This is an optimization exercise on Yosys and OpenROAD, whose aim is small area, not a production implementation.
Only simulation tests tie the RTL to the original design; equivalence was not proved.
The clock input has no modelled driver; a real chip could not lean on it and would need a root buffer or a full tree.

==> job 9668 <==
## bist_link
module bist_link (
    input  logic        clk,
    input  logic        reset,
    input  logic [69:0] sender_in,
    output logic        sender_busy,
    output logic [69:0] sender_out,
    input  logic [69:0] receiver_in,
    output logic        receiver_busy,
    output logic        receiver_failed
);
==> module lfsr32, before the edit <==
module lfsr32#(
    parameter logic [31:0] RESET_WINDOW = 32'hf56df77b
) (
    input  logic        clk,
    input  logic        reset,
    output logic [31:0] r,       
    output logic [1:0]  next     
);
assign next[0] = r[7] ^ r[6] ^ r[2] ^ r[0];
assign next[1] = r[8] ^ r[7] ^ r[3] ^ r[1];
always_ff @(posedge reset or posedge clk) begin
    if (reset)
        r <= RESET_WINDOW;
    else
        r <= {next[0], r[31:1]};
end
endmodule
==> module bist_sender, before the edit <==
module bist_sender (
    input  logic [33:0] w,       
    input  logic [2:0]  sel,     
    input  logic        idle,    
    input  logic [69:0] input_channels,
    output logic [69:0] output_channels
);
logic [69:0] pattern_sel;
assign pattern_sel = {{6{sel[2]}}, {32{sel[1]}}, {32{sel[0]}}};
assign output_channels = ({w[5:0], w[32:1], w[33:2]} & pattern_sel)
                       | (input_channels & {70{idle}});
endmodule
==> module bist_receiver, before the edit <==
module bist_receiver (
    input  logic        clk,
    input  logic        reset,
    input  logic        busy,
    input  logic [69:0] expected,
    input  logic [69:0] input_channels,
    output logic        failed
);
always_ff @(posedge clk or posedge reset) begin
    if (reset)
        failed <= 1'b0;
    else if (busy)
        failed <= failed | (input_channels != expected);
end
endmodule
==> module bist_link, before the edit <==
module bist_link (
    input  logic        clk,
    input  logic        reset,
    input  logic [69:0] sender_in,
    output logic        sender_busy,
    output logic [69:0] sender_out,
    input  logic [69:0] receiver_in,
    output logic        receiver_busy,
    output logic        receiver_failed
);
logic [31:0] r;
logic [1:0]  next;
logic        done;
logic        busy;
logic [2:0]  sel;
lfsr32 stream (
    .clk(clk),
    .reset(reset),
    .r(r),
    .next(next)
);
localparam logic [31:0] M_LAST = 32'h0020cd01, V_LAST = 32'h0000c401;  
localparam logic [31:0] M_S0   = 32'h04404089, V_S0   = 32'h04404009;  
localparam logic [31:0] M_S1   = 32'h22020c08, V_S1   = 32'h22020808;  
localparam logic [31:0] M_S2   = 32'h15010204, V_S2   = 32'h15010004;  
logic at_last, at0, at1, at2;
assign at_last = (r & M_LAST) == V_LAST;
assign at0     = (r & M_S0) == V_S0;
assign at1     = (r & M_S1) == V_S1;
assign at2     = (r & M_S2) == V_S2;
always_ff @(posedge clk or posedge reset) begin
    if (reset)
        done <= 1'b0;
    else if (at_last)
        done <= 1'b1;
end
assign busy = !done;
assign sel[0] = busy & !at0;
assign sel[1] = busy & !(at0 | at1);
assign sel[2] = busy & !(at0 | at1 | at2);
bist_sender sender (
    .w({next, r}),
    .sel(sel),
    .idle(done),
    .input_channels(sender_in),
    .output_channels(sender_out)
);
bist_receiver receiver (
    .clk(clk),
    .reset(reset),
    .busy(busy),
    .expected(sender_out),
    .input_channels(receiver_in),
    .failed(receiver_failed)
);
assign sender_busy = busy;
assign receiver_busy = busy;
endmodule
==> flow/config.mk <==
export PLATFORM = sky130hd
export DESIGN_NAME = bist_link
export DESIGN_NICKNAME = bist_link
export VERILOG_FILES = /design/flow/design.v
export SDC_FILE = /design/flow/constraint.sdc
export NUM_CORES = 4
export LEC_CHECK = 0
export CAP_MARGIN = 20
export CORE_MARGIN = 2
export CORE_UTILIZATION = 60
export PLACE_DENSITY = 0.75
export SLEW_MARGIN = 20
export SYNTH_HIERARCHICAL = 1
export SYNTH_MINIMUM_KEEP_SIZE = 0
==> flow/constraint.sdc <==
create_clock -name core_clock -period 5.0 [get_ports {clk}]
set_input_delay 1.0000 -clock core_clock [delete_from_list [all_inputs] [get_ports {clk}]]
set_output_delay 1.0000 -clock core_clock [all_outputs]
set_load 0.01 [all_outputs]
run.sh (not shown) runs the stock make flow with config.mk's settings and CLKGATE_MAP_FILE= SYNTH_SCRIPT=/design/flow/synth_recipe.tcl, a recipe that flattens the netlist after the stock synthesis.
==> job 7685 (differences from job 9668) <==
==> flow/design.v (replaced) <==
module lfsr32#(
    parameter logic [31:0] RESET_WINDOW = 32'hf56df77b
) (
    input  logic        clk,
    input  logic        reset,
    output logic [31:0] r,       
    output logic [1:0]  next,    
    input  logic        last,    
    output logic        done,
    input  logic        busy,
    input  logic        mismatch,
    output logic        failed
);
assign next[0] = r[7] ^ r[6] ^ r[2] ^ r[0];
assign next[1] = r[8] ^ r[7] ^ r[3] ^ r[1];
always_ff @(posedge reset or posedge clk) begin
    if (reset) begin
        r <= RESET_WINDOW;
        done <= 1'b0;
        failed <= 1'b0;
    end else begin
        r <= {next[0], r[31:1]};
        if (last)
            done <= 1'b1;
        if (busy && mismatch)
            failed <= 1'b1;
    end
end
endmodule
module bist_sender (
    input  logic [33:0] w,       
    input  logic [2:0]  sel,     
    input  logic        idle,    
    input  logic [69:0] input_channels,
    output logic [69:0] output_channels,
    input  logic [69:0] check_channels,
    output logic [69:0] mismatch
);
logic [69:0] pattern;
logic [69:0] pattern_sel;
assign pattern     = {w[5:0], w[32:1], w[33:2]};
assign pattern_sel = {{6{sel[2]}}, {32{sel[1]}}, {32{sel[0]}}};
for (genvar i = 0; i < 70; i++) begin : lane
    bist_lane u (
        .pattern(pattern[i]),
        .sel(pattern_sel[i]),
        .idle(idle),
        .data_in(input_channels[i]),
        .data_out(output_channels[i]),
        .check_in(check_channels[i]),
        .mismatch(mismatch[i])
    );
end
endmodule
module bist_lane (
    input  logic pattern,
    input  logic sel,
    input  logic idle,
    input  logic data_in,
    output logic data_out,
    input  logic check_in,
    output logic mismatch
);
assign data_out = (pattern & sel) | (data_in & idle);
assign mismatch = check_in ^ data_out;
endmodule
module bist_receiver (
    input  logic [69:0] mismatch,
    output logic        any_mismatch
);
assign any_mismatch = |mismatch;
endmodule
module bist_link (
    input  logic        clk,
    input  logic        reset,
    input  logic [69:0] sender_in,
    output logic        sender_busy,
    output logic [69:0] sender_out,
    input  logic [69:0] receiver_in,
    output logic        receiver_busy,
    output logic        receiver_failed
);
logic [31:0] r;
logic [1:0]  next;
logic        last;
logic        done;
logic        busy;
logic        any_mismatch;
logic [2:0]  sel;
logic [69:0] mismatch;
lfsr32 regs (
    .clk(clk),
    .reset(reset),
    .r(r),
    .next(next),
    .last(last),
    .done(done),
    .busy(busy),
    .mismatch(any_mismatch),
    .failed(receiver_failed)
);
bist_phase phase (
    .r(r),
    .done(done),
    .last(last),
    .sel(sel)
);
bist_sender sender (
    .w({next, r}),
    .sel(sel),
    .idle(done),
    .input_channels(sender_in),
    .output_channels(sender_out),
    .check_channels(receiver_in),
    .mismatch(mismatch)
);
bist_receiver receiver (
    .mismatch(mismatch),
    .any_mismatch(any_mismatch)
);
assign busy = !done;
assign sender_busy = busy;
assign receiver_busy = busy;
endmodule
module bist_phase (
    input  logic [31:0] r,
    input  logic        done,
    output logic        last,    
    output logic [2:0]  sel      
);
localparam logic [31:0] M_LAST = 32'h0020cd01, V_LAST = 32'h0000c401;  
localparam logic [31:0] M_S0   = 32'h04404089, V_S0   = 32'h04404009;  
localparam logic [31:0] M_S1   = 32'h22020c08, V_S1   = 32'h22020808;  
localparam logic [31:0] M_S2   = 32'h15010204, V_S2   = 32'h15010004;  
logic at0, at1, at2;
assign last = (r & M_LAST) == V_LAST;
assign at0  = (r & M_S0) == V_S0;
assign at1  = (r & M_S1) == V_S1;
assign at2  = (r & M_S2) == V_S2;
assign sel[0] = !(done | at0);
assign sel[1] = !(done | at0 | at1);
assign sel[2] = !(done | at0 | at1 | at2);
endmodule
==> flow/flow/run.sh (new file) <==
#!/bin/bash
# The standard layout (standard.sh: the standard flow's synthesis, floorplan, power grid,
# placement, CTS and routing) with two changes: the port buffers inserted at
# placement are the smallest buffer cell, and the clock tree is the single
# clock buffer that flow/cts_pre.tcl inserts before CTS.
set -euo pipefail
export BUFFER_PORTS_ARGS="-buffer_cell sky130_fd_sc_hd__buf_1"
export PRE_CTS_TCL="$PWD/flow/cts_pre.tcl"
bash standard.sh finish > standard_flow.log 2>&1
==> flow/flow/cts_pre.tcl (new file) <==
# Clock distribution: one clock buffer, placed at the centre of the
# flip-flops, drives every flip-flop clock pin; the clock port drives only
# that buffer. It takes the place of TritonCTS's tree, which for this
# handful of flip-flops builds a two-level tree of five buffers.
set block [ord::get_db_block]
set clk_port_net [$block findNet clk]
set master [[ord::get_db] findMaster sky130_fd_sc_hd__clkbuf_16]
set root [odb::dbInst_create $block $master clkbuf_root]
set leaf [odb::dbNet_create $block clknet_root]
$clk_port_net setSigType CLOCK
$leaf setSigType CLOCK
set sx 0
set sy 0
set n 0
foreach it [$clk_port_net getITerms] {
  set inst [$it getInst]
  if { [$inst getName] eq "clkbuf_root" } { continue }
  set loc [$inst getLocation]
  set sx [expr { $sx + [lindex $loc 0] }]
  set sy [expr { $sy + [lindex $loc 1] }]
  incr n
  $it disconnect
  $it connect $leaf
}
[$root findITerm A] connect $clk_port_net
[$root findITerm X] connect $leaf
$root setLocation [expr { $sx / $n }] [expr { $sy / $n }]
$root setPlacementStatus PLACED
puts "clock buffer clkbuf_root drives $n clock pins"
set_propagated_clock [all_clocks]
proc clock_tree_synthesis { args } {
  puts "clock_tree_synthesis skipped: the clock tree is clkbuf_root"
}
==> flow/standard.sh (new file) <==
#!/bin/bash
# synth_recipe.tcl (not shown) runs the flow's synth.tcl, then flattens the netlist and writes it again
# the make line also repeats each setting of config.mk as NAME=value (left out here)
make -C /OpenROAD-flow-scripts/flow DESIGN_CONFIG=/design/flow/config.mk WORK_HOME=/design/flow/orfs CLKGATE_MAP_FILE= SYNTH_SCRIPT=/design/flow/synth_recipe.tcl "${@:-finish}"
CORE_UTILIZATION = 62   (was 60)
PLACE_DENSITY = 0.92   (was 0.75)
removed: flow/run.sh
==> comparison <==
Job 9668 never finished: it broke off in global placement (3_3_place_gp). Job 7685 finished with timing, DRC and antenna clean.
In job 7685 the synthesized cell count is smaller than in job 9668, by about 11%.
In job 9668 the area after synthesis is larger than in job 7685, by about 8%.
The clock cells of job 7685 come from the design's own scripts or RTL, not from TritonCTS.

[afterwards: timing with drivers on the ports]
In the flow no input, the clock included, has a driving cell. The finished layout below was timed again as built, in two steps.
Step 1 (the two cells are an assumption about what drives the block):
set clk [get_ports {clk}]
set_driving_cell -lib_cell sky130_fd_sc_hd__clkbuf_16 $clk
set_driving_cell -lib_cell sky130_fd_sc_hd__buf_2 [delete_from_list [all_inputs] $clk]
Step 2 moves the port delays by t, midway between the first and last clock arrival at a register: inputs arrive t later, outputs are due t later. That takes back most of the time a late clock gives input paths.
Slacks: ideal / step 1 / step 2; pairs: ideal / step 1.
run: job 7685
shift t [ns]: 0.206
setup WS [ns]: 1.555 / 1.521 / 1.567
hold WS [ns]: 0.390 / 0.390 / 0.390
After both steps setup and hold are still met in job 7685. For job 7685, drivers alone change the setup slack by -0.034 ns; drivers and shift together by +0.012 ns.
